What follows belongs to an exercise in optimizing a design on an open flow for small area, a short achievable clock period and few clock cycles per item; a production flow would make more cautious choices. Function was checked by simulation only, so behaviour that the tests miss may differ from the original.

Setup of main:
Design exec_unit_top, start of the top module:
module exec_unit_top
(
    input  logic        clk,
    input  logic        rst,
    input  logic        branch_mispredict,
    input  logic        in_valid,
    input  logic [6:0]  opcode,
    input  logic [6:0]  funct7,
    input  logic [2:0]  funct3,
    input  logic        alu_cmp,
    input  logic [2:0]  aluop,
    input  logic [2:0]  cmpop,
    input  logic [31:0] rs1_v,
    input  logic [31:0] rs2_v,
    input  logic [3:0]  rob_id_dest,
    output logic        ready,
    output logic [3:0]  rob_id,
    output logic [31:0] rd_data
);
    logic is_m, is_mul, is_div;
    assign is_m   = (opcode == 7'b0110011) && (funct7 == 7'b0000001);
    assign is_mul = is_m & ~funct3[2];
    assign is_div = is_m &  funct3[2];
    logic        busy, done;
    logic [3:0]  cnt;
    logic [63:0] acc;      
    logic [1:0]  pend;     
    logic [32:0] bal;      
    logic [31:0] alu_f;
    alu_cmp_unit u_alu (
        .alu_cmp(alu_cmp), .aluop(aluop), .cmpop(cmpop),
        .a(rs1_v), .b(rs2_v), .f(alu_f)
    );
    function automatic logic [4:0] fits(input logic [32:0] v);
        logic [32:0] d;
        d = v ^ {33{v[32]}};       
        for (int k = 1; k <= 5; k++) fits[k-1] = ((d >> (6*k-1)) == 33'd0);
    endfunction
  ...
Size in the first run: about 29,000 um2 of cells after synthesis.
clock: 12.0 ns
lec_check: 0
abc_area: 1
cap_margin: 20
core_margin: 2
core_utilization: 50
setup_slack_margin: 2
slew_margin: 20
run.sh (not shown) runs the stock make flow with config.mk's settings and CLKGATE_MAP_FILE= SYNTH_SCRIPT=/design/flow/synth_recipe.tcl, a recipe that flattens the netlist after the stock synthesis.
main ran to completion and came out clean on the timing, DRC and antenna checks.
Testbench counts of main, summed over its fixed seeds: cycles 10,517, items 5,600.
> inputs changed (main -> the feature branch)
- swapping 50 for 30 in CORE_UTILIZATION
## What came out
From main to the feature branch the numbers moved as follows: layout buffer count excluding clock buffers went up about 4.3%, area growth from synthesis to final layout rose by 3.3 points.
Summary of the feature branch over main: horizontal die dimension now sits higher, detailed placement HPWL climbed about 4%, total area of multi-input combinational cells grew by 120 um2.
Going from main to the feature branch, the hold slack was found to have gone up by 0.029 ns.
Global-route wire length before repair for the feature branch is higher than for main.
When the feature branch is measured against main, its overall fraction of global-route tracks in use turns out 19 points lower.
The feature branch vs main — via count dropped 2.3%.
Where final period demand of the worst path is concerned, main is outperformed by the feature branch.
Result: PASS for each of the feature branch and main


== job 213 ==
Starting RTL as in the previous note.
Settings: LEC_CHECK=0, ABC_AREA=1, CAP_MARGIN=20, CORE_MARGIN=2, CORE_UTILIZATION=40, SETUP_SLACK_MARGIN=1.5, SLEW_MARGIN=20; clock period 12.0 ns.
Looking at the reports, job 213 completed the entire flow and the layout it produced met the timing, DRC and antenna checks.
Testbench counts of job 213, summed over its fixed seeds: cycles 10,517, items 5,600.
The inputs of job 729 differ from those of job 213 as listed below.
Settings: swapping 1.5 for 3 in SETUP_SLACK_MARGIN.
Findings:
- As far as number of max-capacitance violations reported goes, job 213 and job 729 are indistinguishable; the numbers are identical.
- Comparing job 729 and job 213, the higher setup slack is on job 729.
- Per the comparison of job 729 with job 213, pin count of the biggest net entering global routing now sits lower; wire length on met1 now sits higher; sequential share of layout area now sits lower.
- Worst hold slack in job 729 is 0.011 ns lower than in job 213
- Wire length: job 729 vs job 213 up 11,000 um
Changes in job 5434 relative to job 729:
Settings: SETUP_SLACK_MARGIN: 3 -> 2.
- Looking at uppermost signal routing layer after detailed routing, the met5 result is from job 5434; the met4 one comes from job 729.
- STATUS final hold slack: job 5434 loses against job 729
- For clock latency on the worst-skew pair, job 5434 and job 729 come out practically identical.
- The cell area after layout of job 5434 is lower than that of job 729.
- Delta (job 5434 minus job 729): flip-flop and latch share of the layout cell area has increased; setup slack has decreased; detailed-placement wirelength estimate has increased.
Edits applied to the flow inputs when going from job 5434 to job 1485:
Settings: a deleted ABC_AREA that had been 1; an added GPL_TIMING_DRIVEN of 0.
## What came out
- Between job 5434 and job 1485, the flow reports post-CTS setup buffer count increasing by more than 100%.
- Delta (job 1485 minus job 5434): met3 track demand over resource in global routing shows an increase of 1.7 points; design area now larger; pin count of the biggest net entering global routing now smaller.
- Vias: job 1485 more than job 5434


Setup of before:
Starting RTL as in the previous note.
clock: 12.0 ns
lec_check: 0
abc_area: 1
cap_margin: 20
core_margin: 2
core_utilization: 40
setup_slack_margin: 1
slew_margin: 20
Testbench counts of before, summed over its fixed seeds: cycles 10,517, items 5,600.
[inputs] after vs before
Settings: a change of SETUP_SLACK_MARGIN from 1 to 2.5.
==> comparison <==
- after against before: count of pins over their slew limit did not really move, final period utilization went down.
- Compared with before, in after wire length reported by the detailed router now sits higher; layout cell share with drive strength beyond 1 now sits higher.
- after improves on before in worst setup slack.
- Both conditions hold for after: the flow ran to the end and the final layout passed the timing, DRC and antenna checks.
- before: no failed stages, no open violations at the end
- The fmax in before is 0.880 times that in after.
- Delta (after minus before): remaining global-route overflow has remained practically unchanged, post-DP HPWL essentially unchanged.

## afterwards: timing with drivers on the ports
In the flow no input, the clock included, has a driving cell. The finished layouts below were timed again as built, in two steps. Step 1 sets driving cells, clkbuf_16 on the clock port and buf_2 on the other inputs (assumed; they add their load-dependent delay and slew). Step 2 times the ports against the registers' clock, not the clock port: input delays grow and output delays shrink by t, the midpoint of the rising clock arrivals with the driver on. Slacks: ideal / step 1 / step 2; pairs: ideal / step 1.
run	t, ns	setup slack, ns	worst setup path at the end	worst slew at a driven data input, ns
main	0.454	1.895 / 1.872 / 1.854	input to register	0.07
the feature branch	0.465	2.107 / 2.041 / 1.892	input to register	0.16
job 213	0.474	1.680 / 1.657 / 1.475	input to register	0.06
job 729	0.469	2.709 / 2.677 / 2.237	input to register	0.07
job 5434	0.476	2.036 / 2.012 / 1.904	input to register	0.06
job 1485	0.469	1.889 / 1.906 / 1.437	input to register	0.05
before	0.474	1.332 / 1.266 / 1.042	input to register	0.06
after	0.471	2.608 / 2.586 / 2.197	input to register	0.13
After both steps every run listed still meets setup and hold. The setup slack of job 729, which loses most, moves by -0.032 ns with the drivers and by -0.472 ns with both steps.
